This is an optimization exercise on Yosys and OpenROAD, whose aim is small area, not a production implementation.
Function was checked by simulation only, so behaviour that the tests miss may differ from the original. No driver is modelled on the clock port, so clocking that relies on it looks cheaper here than on a real chip.

## flow/design.v (module list and top-level ports; edited modules follow where they fit)
// module cordic: 2634 lines
module cordic(input clk,
              input signed [7:0] x_in,
              input signed [7:0] y_in,
              output signed [31:0] r,
              output signed [31:0] phi,
              output signed [31:0] dummy1,
              output signed [31:0] dummy2,
              output signed [31:0] dummy3);
  // ...
==> flow/flow/run.sh <==
#!/bin/bash
set -euo pipefail
export BUFFER_PORTS_ARGS="-buffer_cell sky130_fd_sc_hd__buf_1"
export CTS_ARGS="-sink_clustering_enable -repair_clock_nets -dont_use_dummy_load -buf_list sky130_fd_sc_hd__clkbuf_16 -sink_clustering_size 30 -sink_clustering_max_diameter 110"
bash standard.sh synth > synth_flow.log 2>&1
R=orfs/results/sky130hd/cordic/base
cp "$R/1_2_yosys.v" "$R/1_2_yosys_standard.v"
python3 flow/runflip.py "$R/1_2_yosys_standard.v" "$R/1_2_yosys_flipped.v" > flip.log 2>&1
sleep 1
cp "$R/1_2_yosys_flipped.v" "$R/1_2_yosys.v"
bash standard.sh > standard_flow.log 2>&1
==> flow/flow/flip.py <==
import sys
from nl import Netlist
INV = 'sky130_fd_sc_hd__inv_1'
def is_inv(nl, c): return nl.cells[c][0].startswith('sky130_fd_sc_hd__inv_') or nl.cells[c][0].startswith('sky130_fd_sc_hd__clkinv_')
def count_inv(nl): return sum(1 for c in nl.cells if is_inv(nl, c))

def inv_of(nl, n):
    """existing inverter cell whose input is n"""
    for (c, p) in nl.loads.get(n, []):
        if is_inv(nl, c) and p == 'A': return c
    return None

def gain(nl, f):
    typ, pm = nl.cells[f]
    g = 0
    for p in ('A', 'B', 'CIN'):
        n = pm[p]
        d = nl.drv.get(n)
        if d and is_inv(nl, d[0]):
            # can use inverter input; inverter removable if this is its only load
            if len(nl.loads[n]) == 1: g += 1
        else:
            if inv_of(nl, n) is None: g -= 1
    for p in ('SUM', 'COUT'):
        n = pm[p]
        ls = nl.loads.get(n, [])
        invl = [c for c, q in ls if is_inv(nl, c)]
        other = [c for c, q in ls if not is_inv(nl, c)]
        if n in nl.ports_out: other.append('PORT')
        g += len(invl)          # those inverters disappear (their loads take new net)
        if other: g -= 1        # one new inverter for the rest
    return g

def flip(nl, f):
    typ, pm = nl.cells[f]
    for p in ('A', 'B', 'CIN'):
        n = pm[p]
        d = nl.drv.get(n)
        if d and is_inv(nl, d[0]):
            src = nl.cells[d[0]][1]['A']
            pm[p] = src
            if len(nl.loads[n]) == 1:
                del nl.cells[d[0]]
        else:
            e = inv_of(nl, n)
            if e is not None:
                pm[p] = nl.cells[e][1]['Y']
            else:
                nn = nl.newnet()
                nl.newcell(INV, {'A': n, 'Y': nn})
                pm[p] = nn
        nl.rebuild()
    for p in ('SUM', 'COUT'):
        n = pm[p]
        ls = list(nl.loads.get(n, []))
        invl = [c for c, q in ls if is_inv(nl, c)]
        other = [(c, q) for c, q in ls if not is_inv(nl, c)]
        newn = nl.newnet()
        pm[p] = newn       # fa now drives ~old value on newn
        # inverter loads: their output nets now driven by ... they computed ~old = new value
        for c in invl:
            y = nl.cells[c][1]['Y']
            # reconnect loads of y to newn ; if y is a port net, keep a buffer-free alias not possible -> keep inverter as buffer? handle: if port, skip
            for (c2, q2) in list(nl.loads.get(y, [])):
                nl.cells[c2][1][q2] = newn
            if y in nl.ports_out:
                raise Exception('port')
            del nl.cells[c]
        if other or n in nl.ports_out:
            nl.newcell(INV, {'A': newn, 'Y': n})   # n keeps its name, now driven by inverter
        nl.rebuild()

def run(nl, maxit=20):
    for it in range(maxit):
        changed = 0
        fas = [c for c in list(nl.cells) if c in nl.cells and nl.cells[c][0].startswith('sky130_fd_sc_hd__fa_')]
        for f in fas:
            if f not in nl.cells: continue
            if gain(nl, f) > 0:
                try:
                    flip(nl, f); changed += 1
                except Exception as e:
                    pass
        print('iter', it, 'flipped', changed, 'inverters', count_inv(nl), file=sys.stderr)
        if not changed: break

if __name__ == '__main__':
    nl = Netlist(open(sys.argv[1]).read())
    print('inverters before', count_inv(nl), file=sys.stderr)
    run(nl)
    open(sys.argv[2], 'w').write(nl.write())

COMP = {'sky130_fd_sc_hd__xor2_1': 'sky130_fd_sc_hd__xnor2_1', 'sky130_fd_sc_hd__xnor2_1': 'sky130_fd_sc_hd__xor2_1',
        'sky130_fd_sc_hd__xor3_1': 'sky130_fd_sc_hd__xnor3_1', 'sky130_fd_sc_hd__xnor3_1': 'sky130_fd_sc_hd__xor3_1'}
XORT = ('sky130_fd_sc_hd__xor2_1', 'sky130_fd_sc_hd__xnor2_1')
OPIN = {'sky130_fd_sc_hd__xor2_1': 'X', 'sky130_fd_sc_hd__xnor2_1': 'Y', 'sky130_fd_sc_hd__xor3_1': 'X', 'sky130_fd_sc_hd__xnor3_1': 'X'}
def swap(nl, c):
    t = nl.cells[c][0]; nt = COMP[t]
    pm = nl.cells[c][1]
    o = pm.pop(OPIN[t])
    pm[OPIN[nt]] = o
    nl.cells[c][0] = nt

def absorb(nl):
    """remove inverters: (a) driver is xor/xnor with the inverter as its only load -> swap driver type;
    (b) inverter whose loads are all xor2/xnor2 inputs -> swap those gates; (c) inv->inv pairs."""
    n_rm = 0
    for c in list(nl.cells):
        if c not in nl.cells or not is_inv(nl, c): continue
        a = nl.cells[c][1]['A']; y = nl.cells[c][1]['Y']
        if y in nl.ports_out or a in nl.ports_in and False: continue
        d = nl.drv.get(a)
        if d and d[0] in nl.cells and nl.cells[d[0]][0] in COMP and len(nl.loads[a]) == 1 and a not in nl.ports_out:
            swap(nl, d[0])
            nl.cells[d[0]][1][OPIN[nl.cells[d[0]][0]]] = y
            del nl.cells[c]; nl.rebuild(); n_rm += 1; continue
        ls = nl.loads.get(y, [])
        if ls and all(nl.cells[l][0] in XORT for l, p in ls) and y not in nl.ports_out:
            for l, p in ls:
                swap(nl, l)
                nl.cells[l][1][p] = a
            del nl.cells[c]; nl.rebuild(); n_rm += 1; continue
        if d and d[0] in nl.cells and is_inv(nl, d[0]) and y not in nl.ports_out:
            src = nl.cells[d[0]][1]['A']
            for l, p in list(ls):
                nl.cells[l][1][p] = src
            del nl.cells[c]
            nl.rebuild()
            if not nl.loads.get(a) and a not in nl.ports_out:
                del nl.cells[d[0]]
            nl.rebuild(); n_rm += 1; continue
    return n_rm

def run2(nl):
    for r in range(5):
        run(nl)
        k = absorb(nl)
        print('absorbed', k, 'inverters', count_inv(nl), file=sys.stderr)
        if k == 0: break

if __name__ == '__main__' and len(sys.argv) > 3:
    pass

def dedupe(nl):
    """merge inverters that share the same input net"""
    k = 0
    for n in list(nl.loads):
        invs = [c for c, p in nl.loads.get(n, []) if c in nl.cells and is_inv(nl, c) and p == 'A']
        if len(invs) < 2: continue
        keep = invs[0]; ky = nl.cells[keep][1]['Y']
        for c in invs[1:]:
            y = nl.cells[c][1]['Y']
            if y in nl.ports_out: continue
            for (c2, q2) in list(nl.loads.get(y, [])):
                nl.cells[c2][1][q2] = ky
            del nl.cells[c]; k += 1
        nl.rebuild()
    return k

def run3(nl, rounds=8, seed=1):
    import random
    rnd = random.Random(seed)
    run2(nl)
    for r in range(rounds):
        fas = sorted(c for c in nl.cells if nl.cells[c][0].startswith('sky130_fd_sc_hd__fa_'))
        rnd.shuffle(fas)
        for f in fas:
            if f in nl.cells and gain(nl, f) == 0 and rnd.random() < 0.5:
                try:
                    flip(nl, f)
                except Exception:
                    pass
        run2(nl)
        print('round', r, 'inverters', count_inv(nl), file=sys.stderr)

def cleanup(nl):
    """(1) remove dead inverters; (2) ha(~a,~b) -> xor2(a,b) + nor2(a,b) when both input inverters
    are present (the inverters stay if they have other loads)."""
    k = 0
    for c in list(nl.cells):
        if c in nl.cells and is_inv(nl, c):
            y = nl.cells[c][1]['Y']
            if not nl.loads.get(y) and y not in nl.ports_out:
                del nl.cells[c]; k += 1
    nl.rebuild()
    for c in list(nl.cells):
        if c not in nl.cells or not nl.cells[c][0].startswith('sky130_fd_sc_hd__ha_1'): continue
        pm = nl.cells[c][1]
        da = nl.drv.get(pm['A']); db = nl.drv.get(pm['B'])
        if not (da and db and is_inv(nl, da[0]) and is_inv(nl, db[0])): continue
        a = nl.cells[da[0]][1]['A']; b = nl.cells[db[0]][1]['A']
        s, co = pm.get('SUM'), pm.get('COUT')
        del nl.cells[c]
        if s is not None:
            nl.newcell('sky130_fd_sc_hd__xor2_1', {'A': a, 'B': b, 'X': s})
        if co is not None:
            nl.newcell('sky130_fd_sc_hd__nor2_1', {'A': a, 'B': b, 'Y': co})
        nl.rebuild()
        for d in (da[0], db[0]):
            if d in nl.cells and not nl.loads.get(nl.cells[d][1]['Y']) and nl.cells[d][1]['Y'] not in nl.ports_out:
                del nl.cells[d]
        nl.rebuild(); k += 1
    return k
==> flow/flow/nl.py <==
import re, sys
from collections import defaultdict

OUTPINS = {'X', 'Y', 'Q', 'SUM', 'COUT', 'HI', 'LO'}

class Netlist:
    def __init__(self, text):
        self.text = text
        m = re.search(r'module\s+(\w+)\s*\((.*?)\);', text, re.S)
        self.modname = m.group(1)
        self.header_end = m.end()
        body = text[m.end():text.rindex('endmodule')]
        self.decls = []
        self.cells = {}   # name -> [type, {pin: net}]
        self.order = []
        # declarations
        for d in re.finditer(r'^\s*(input|output|wire)\s+(\[\d+:\d+\]\s*)?([^;]+);', body, re.M):
            self.decls.append((d.group(1), (d.group(2) or '').strip(), d.group(3).strip()))
        for c in re.finditer(r'(sky130_fd_sc_hd__\w+)\s+(\S+)\s*\((.*?)\);', body, re.S):
            typ, name, pins = c.group(1), c.group(2), c.group(3)
            pm = {}
            for p, n in re.findall(r'\.(\w+)\(([^()]*)\)', pins):
                pm[p] = n.strip()
            self.cells[name] = [typ, pm]
            self.order.append(name)
        self.assigns = re.findall(r'^\s*assign\s+(.*?);', body, re.M)
        self.nid = 0
        self.ports_in = set(); self.ports_out = set()
        for kind, rng, names in self.decls:
            if kind in ('input', 'output'):
                for nm in names.split(','):
                    nm = nm.strip()
                    if rng:
                        hi, lo = map(int, re.findall(r'\d+', rng))
                        for i in range(lo, hi + 1):
                            (self.ports_in if kind == 'input' else self.ports_out).add('%s[%d]' % (nm, i))
                    else:
                        (self.ports_in if kind == 'input' else self.ports_out).add(nm)
        self.rebuild()

    def rebuild(self):
        self.drv = {}; self.loads = defaultdict(list)
        for name, (typ, pm) in self.cells.items():
            for p, n in pm.items():
                if p in OUTPINS: self.drv[n] = (name, p)
                else: self.loads[n].append((name, p))

    def newnet(self):
        self.nid += 1
        n = '_nopt%d_' % self.nid
        self.decls.append(('wire', '', n))
        return n

    def newcell(self, typ, pm):
        self.nid += 1
        name = '_noptc%d_' % self.nid
        self.cells[name] = [typ, pm]
        self.order.append(name)
        return name

    def write(self):
        out = [self.text[:self.header_end], '']
        for kind, rng, names in self.decls:
            out.append('  %s %s%s;' % (kind, (rng + ' ') if rng else '', names))
        for a in self.assigns:
            out.append('  assign %s;' % a)
        for name in self.order:
            if name not in self.cells: continue
            typ, pm = self.cells[name]
            out.append('  %s %s (' % (typ, name))
            out.append(',\n'.join('    .%s(%s)' % (p, n) for p, n in pm.items()))
            out.append('  );')
        out.append('endmodule')
        return '\n'.join(out) + '\n'
==> flow/flow/runflip.py <==
import sys
sys.path.insert(0, __import__('os').path.dirname(__import__('os').path.abspath(__file__)))
import flip
from nl import Netlist
nl = Netlist(open(sys.argv[1]).read())
b = flip.count_inv(nl)
flip.run3(nl)
print("cleanup", flip.cleanup(nl), file=sys.stderr)
print('inverters %d -> %d' % (b, flip.count_inv(nl)))
open(sys.argv[2], 'w').write(nl.write())
==> flow/standard.sh <==
#!/bin/bash
# synth_recipe.tcl (not shown) runs the flow's synth.tcl, then flattens the netlist and writes it again
# the make line also repeats each setting of config.mk as NAME=value (left out here)
make -C /OpenROAD-flow-scripts/flow DESIGN_CONFIG=/design/flow/config.mk WORK_HOME=/design/flow/orfs CLKGATE_MAP_FILE= SYNTH_SCRIPT=/design/flow/synth_recipe.tcl "${@:-finish}"
==> flow/config.mk <==
export PLATFORM = sky130hd
export DESIGN_NAME = cordic
export DESIGN_NICKNAME = cordic
export VERILOG_FILES = /design/flow/design.v
export SDC_FILE = /design/flow/constraint.sdc
export NUM_CORES = 4
export LEC_CHECK = 0
export CAP_MARGIN = 20
export CORE_MARGIN = 2
export CORE_UTILIZATION = 40
export CTS_BUF_LIST = sky130_fd_sc_hd__clkbuf_16
export CTS_CLUSTER_DIAMETER = 80
export CTS_CLUSTER_SIZE = 30
export SLEW_MARGIN = 20
==> flow/constraint.sdc <==
create_clock -name core_clock -period 10.0 [get_ports {clk}]
set_input_delay 2.0000 -clock core_clock [delete_from_list [all_inputs] [get_ports {clk}]]
set_output_delay 2.0000 -clock core_clock [all_outputs]
set_load 0.01 [all_outputs]
==> flow_metrics.env, run 1 <==
export IMPL_max_clock_path_buffers=3
export IMPL_cp_end_kind="flip-flop"
export IMPL_critPathLaunchType="flip-flop"
export IMPL_ant_nets=0
export IMPL_layoutNonFillerInstCount=3168
export IMPL_fin_hold_ws_ns=0.287
export IMPL_cts_sinks=627
export IMPL_vias_per_cell=4.29
export IMPL_worst_endpoint_arrival_ns=10.03
export IMPL_nonClockBufferCount=174
export IMPL_outcome="complete, no violations"
export IMPL_holdBufCountCts=0
export IMPL_core_area_um2=74200
export IMPL_finalHoldViolations=0
export IMPL_critPathSlowestCell="fa_1"
export IMPL_layout_area_overhead_pct=4.87
export IMPL_sum_of_buffers_and_inverters_on_the_critical_path=2
export IMPL_layout_sequential_cells=627
export IMPL_post_cts_buffers=0
export IMPL_place_detailed_hpwl_um=42400
export IMPL_initial_core_util=0.402
export IMPL_finalWorstPathRequiredPeriod_ns=9.57
export IMPL_drv_slew=0
export IMPL_num_clock_buffers=25
export IMPL_final_cell_mix="dfxtp_1 (627), fa_1 (450), inv_1 (227)"
export IMPL_netlist_area_um2=29900
export IMPL_crit_path_frequent_cell="fa_1"
export IMPL_routedWlPerCell_um=15.6
export IMPL_dpl_instance_area_um2=30600
export IMPL_rows=100
export IMPL_gr_total_overflow=0
export IMPL_detail_route_first_pass_iterations=4
export IMPL_antenna_diode_count=0
export IMPL_cts_clk_slew_worst_paths_ns=0.11
export IMPL_height_of_the_die_um=277
export IMPL_worst_pin_slew_ns=0.860
export IMPL_multiInputGateArea_um2=15300
export IMPL_r2r_slack_ns=0.43
export IMPL_non_clock_inverter_count=228
==> run 2, diff against run 1 <==
--- a/flow/flow/flip.py
+++ b/flow/flow/flip.py
@@ -201,3 +201,63 @@
                 del nl.cells[d]
         nl.rebuild(); k += 1
     return k
+
+def harewrite(nl):
+    """re-implement half adders as xor/xnor + a 2-input gate when that absorbs inverters on their
+    inputs (sole-load inverters) or outputs (inverters that are the output's only load) and is smaller."""
+    AREA = {'ha': 12.512, 'inv': 3.7536, 'x': 8.7584}
+    k = 0
+    for c in list(nl.cells):
+        if c not in nl.cells or not nl.cells[c][0].startswith('sky130_fd_sc_hd__ha_1'): continue
+        pm = nl.cells[c][1]
+        ins = {}
+        rm_inv = []
+        for p in ('A', 'B'):
+            n = pm[p]; d = nl.drv.get(n)
+            if d and is_inv(nl, d[0]) and len(nl.loads[n]) == 1 and n not in nl.ports_out:
+                ins[p] = (nl.cells[d[0]][1]['A'], 1); rm_inv.append(d[0])
+            else:
+                ins[p] = (n, 0)
+        outs = {}
+        for p in ('SUM', 'COUT'):
+            n = pm.get(p)
+            if n is None or (not nl.loads.get(n) and n not in nl.ports_out):
+                outs[p] = None; continue
+            ls = nl.loads.get(n, [])
+            if len(ls) == 1 and is_inv(nl, ls[0][0]) and n not in nl.ports_out:
+                outs[p] = (nl.cells[ls[0][0]][1]['Y'], 1); rm_inv.append(ls[0][0])
+            else:
+                outs[p] = (n, 0)
+        (a, pa), (b, pb) = ins['A'], ins['B']
+        new = []
+        cost = 0.0
+        if outs['SUM'] is not None:
+            sn, qs = outs['SUM']
+            if (pa ^ pb ^ qs) == 0:
+                new.append(('sky130_fd_sc_hd__xor2_1', {'A': a, 'B': b, 'X': sn}))
+            else:
+                new.append(('sky130_fd_sc_hd__xnor2_1', {'A': a, 'B': b, 'Y': sn}))
+            cost += 8.7584
+        if outs['COUT'] is not None:
+            cn, qc = outs['COUT']
+            key = (pa, pb, qc)
+            tab = {(0, 0, 0): ('sky130_fd_sc_hd__and2_1', {'A': a, 'B': b, 'X': cn}, 6.256),
+                   (0, 0, 1): ('sky130_fd_sc_hd__nand2_1', {'A': a, 'B': b, 'Y': cn}, 3.7536),
+                   (1, 0, 0): ('sky130_fd_sc_hd__nor2b_1', {'A': a, 'B_N': b, 'Y': cn}, 6.256),
+                   (0, 1, 0): ('sky130_fd_sc_hd__nor2b_1', {'A': b, 'B_N': a, 'Y': cn}, 6.256),
+                   (1, 0, 1): ('sky130_fd_sc_hd__nand2b_1', {'A_N': a, 'B': b, 'Y': cn}, 6.256),
+                   (0, 1, 1): ('sky130_fd_sc_hd__nand2b_1', {'A_N': b, 'B': a, 'Y': cn}, 6.256),
+                   (1, 1, 0): ('sky130_fd_sc_hd__nor2_1', {'A': a, 'B': b, 'Y': cn}, 3.7536),
+                   (1, 1, 1): ('sky130_fd_sc_hd__or2_1', {'A': a, 'B': b, 'X': cn}, 6.256)}
+            t, pmn, ar = tab[key]
+            new.append((t, pmn)); cost += ar
+        old = AREA['ha'] + AREA['inv'] * len(rm_inv)
+        if cost + 0.01 >= old:
+            continue
+        del nl.cells[c]
+        for i in rm_inv:
+            if i in nl.cells: del nl.cells[i]
+        for t, pmn in new:
+            nl.newcell(t, pmn)
+        nl.rebuild(); k += 1
+    return k
--- a/flow/flow/runflip.py
+++ b/flow/flow/runflip.py
@@ -6,5 +6,8 @@
 b = flip.count_inv(nl)
 flip.run3(nl)
 print("cleanup", flip.cleanup(nl), file=sys.stderr)
+print("ha rewrite", flip.harewrite(nl), file=sys.stderr)
+flip.run2(nl)
+print("cleanup", flip.cleanup(nl), "ha rewrite", flip.harewrite(nl), file=sys.stderr)
 print('inverters %d -> %d' % (b, flip.count_inv(nl)))
 open(sys.argv[2], 'w').write(nl.write())
==> run 2 against run 1 <==
  * Still clean
  * Die area fell by 0.47%
  * Wire length rose by 1.9%
  * Register-to-register slack got worse by 0.11 ns
  * Cell area fell by 0.48%
  * Worst setup slack got worse by 0.11 ns
  * Flip-flop and latch count did not move
  * Critical path depth rose by 2
  * Clock skew rose by 0.014 ns
  * Core utilization rose by 0.37 points
  * Clock-buffer cell count did not move
  * Largest cell class unchanged
==> flow_metrics.env, run 2 <==
export IMPL_netlist_area_um2=29700
export IMPL_drv_slew=0
export IMPL_top_delay_family_on_crit_path="adder cells"
export IMPL_routedWlPerCell_um=16.0
export IMPL_finalNetCount=2757
export IMPL_clk_latency_ns=0.61
export IMPL_initial_core_util=0.406
export IMPL_max_slew_margin_rel=0.437
export IMPL_portBuffers=153
export IMPL_place_detailed_hpwl_um=42700
export IMPL_synthesis_instances=2141
export IMPL_routed_via_count=13600
export IMPL_ant_nets=0
export IMPL_global_route_usage_total=0.136
export IMPL_cts_root_buf="clkbuf_16"
export IMPL_synth_avg_cell_area_um2=13.9
export IMPL_critical_path_max_stage_delay_ns=0.43
export IMPL_antenna_diode_count=0
export IMPL_cts_htree_levels=1
export IMPL_core_area_um2=73200
export IMPL_layout_commonest_cell="dfxtp_1"
export IMPL_cts_clk_slew_worst_paths_ns=0.12
export IMPL_tritoncts_num_buffers=25
export IMPL_gr_total_overflow=0
export IMPL_timing_hold_worst_class="flip-flop to flip-flop"
export IMPL_outcome="complete, no violations"
export IMPL_rows=99
export IMPL_cts_sinks=627
export IMPL_gp_congestion=0.855
export IMPL_drive_above_1_share=0.0353
export IMPL_ctsResizeCount=0
export IMPL_setup_ws_ns=0.320
export IMPL_grt_pass1_wl_um=83600
export IMPL_vias_per_cell=4.34
export IMPL_max_clock_path_buffers=3
export IMPL_yosys_warnings=1
export IMPL_finalHoldViolations=0
export IMPL_pin_count=177
export IMPL_critPathSlowestCell="fa_1"
export IMPL_grt_pass1_vias=15800
export IMPL_timing_worst_setup_path_type="flip-flop to flip-flop"
export IMPL_setup_repair_after_global_routing_missed_its_margin="yes"
export IMPL_max_cap_violations=0
export IMPL_fmax_mhz=103
export IMPL_dieArea_um2=76500
export IMPL_cts_tree="done"
export IMPL_cp_end_kind="flip-flop"
export IMPL_worst_pin_slew_ns=0.844
export IMPL_final_cell_mix="dfxtp_1 (627), fa_1 (451), xnor2_1 (230)"
export IMPL_sum_of_buffers_and_inverters_on_the_critical_path=0
export IMPL_critPathLaunchType="flip-flop"
export IMPL_worst_clock_skew_ns=0.0720
export IMPL_detail_route_first_pass_iterations=4
export IMPL_initial_antenna_violation_count=0
export IMPL_setup_viol=0
export IMPL_dp_slack_ns=0.244
export IMPL_holdBufCountCts=0
export IMPL_finalWorstPathRequiredPeriod_ns=9.68
export IMPL_worst_endpoint_arrival_ns=10.17
export IMPL_timing_critical_path_fanout_max=10
export IMPL_final_min_period_over_clock_period=0.968
export IMPL_routed_wirelength_um=50300
export IMPL_post_cts_buffers=0
export IMPL_chipWidth_um=277
export IMPL_drc=0
export IMPL_crit_path_frequent_cell="fa_1"
export IMPL_critical_path_required_time_ns=10.49
export IMPL_drtIter0Drc=433
export IMPL_pin_count_of_the_biggest_net_entering_global_routing=31
export IMPL_height_of_the_die_um=277
export IMPL_layout_area_overhead_pct=4.87
==> run 2: worst paths after layout <==
| check | start | depth (start not counted) | end | slack (ns) |
|---|---|---|---|---|
| setup / recovery | n979_r11 | 28 | n1296_r12 | 0.32 |
| hold / removal | n1281_r12 | 0 | n1281_r13 | 0.31 |
| hold reg to reg | n1281_r12 | 0 | n1281_r13 | 0.31 |
| setup reg to reg | n979_r11 | 28 | n1296_r12 | 0.32 |
==> run 2: stage by stage <==
stage | cell area, um2 | hold slack [ns] | setup TNS [ns] | util | instances
global placement | 30500 | 0.310 | 0 | 0.416 | 3116
detailed placement | 30500 | 0.312 | 0 | 0.416 | 3116
CTS | 31100 | 0.317 | 0 | 0.425 | 3141
finish | 31200 | 0.309 | 0 | 0.426 | 3141
floorplan | 29800 | 0.310 | 0 | - | 2163
global route | 31200 | 0.310 | -0.0408 | 0.426 | 3141
==> run 2: cell type report <==
cell class / instances / area [um2]
Fill cell: 6705 / 42000
Timing Repair Buffer: 174 / 732
Inverter: 173 / 649
Clock buffer: 25 / 626
Multi-Input combinational cell: 1183 / 15400
Sequential cell: 627 / 12600
Tap cell: 959 / 1200
==> run 2: per-layer routing <==
| metal | vias to the layer above | GRT usage | wire [um] |
|---|---|---|---|
| li1 | 6448 | - | - |
| met1 | 6982 | 0.165 | 21000 |
| met2 | 135 | 0.259 | 27100 |
| met3 | 59 | 0.0153 | 1210 |
| met4 | 0 | 0.0251 | 956 |
| met5 | - | 0 | 0 |
==> run 2: worst register-to-register path: cells and delay by family, from the launching register on <==
family | cells | cell delay [ns]
xor+xnor | 4 | 0.89
simple gates | 2 | 0.35
fa+ha+maj | 22 | 7.99
flops | 1 | 0.36

-- afterwards: timing with drivers on the ports --
In the flow no input, the clock included, has a driving cell. The finished layouts below were timed again as built, in two steps.
Step 1 sets driving cells, clkbuf_16 on the clock port and buf_2 on the other inputs (assumed; they add their load-dependent delay and slew).
Step 2, shift: input delay + t, output delay - t, t = (earliest + latest rising clock arrival at the registers) / 2. This alone moves slack from input paths to output paths.
Slacks: ideal / step 1 / step 2; pairs: ideal / step 1.
| run | t, ns | setup WS [ns] | latest minus earliest clock arrival (ns) |
|---|---|---|---|
| run 1 | 0.623 | 0.431 / 0.431 / 0.431 | 0.070 / 0.071 |
| run 2 | 0.627 | 0.320 / 0.320 / 0.320 | 0.073 / 0.073 |
After both steps every run listed still meets setup and hold.
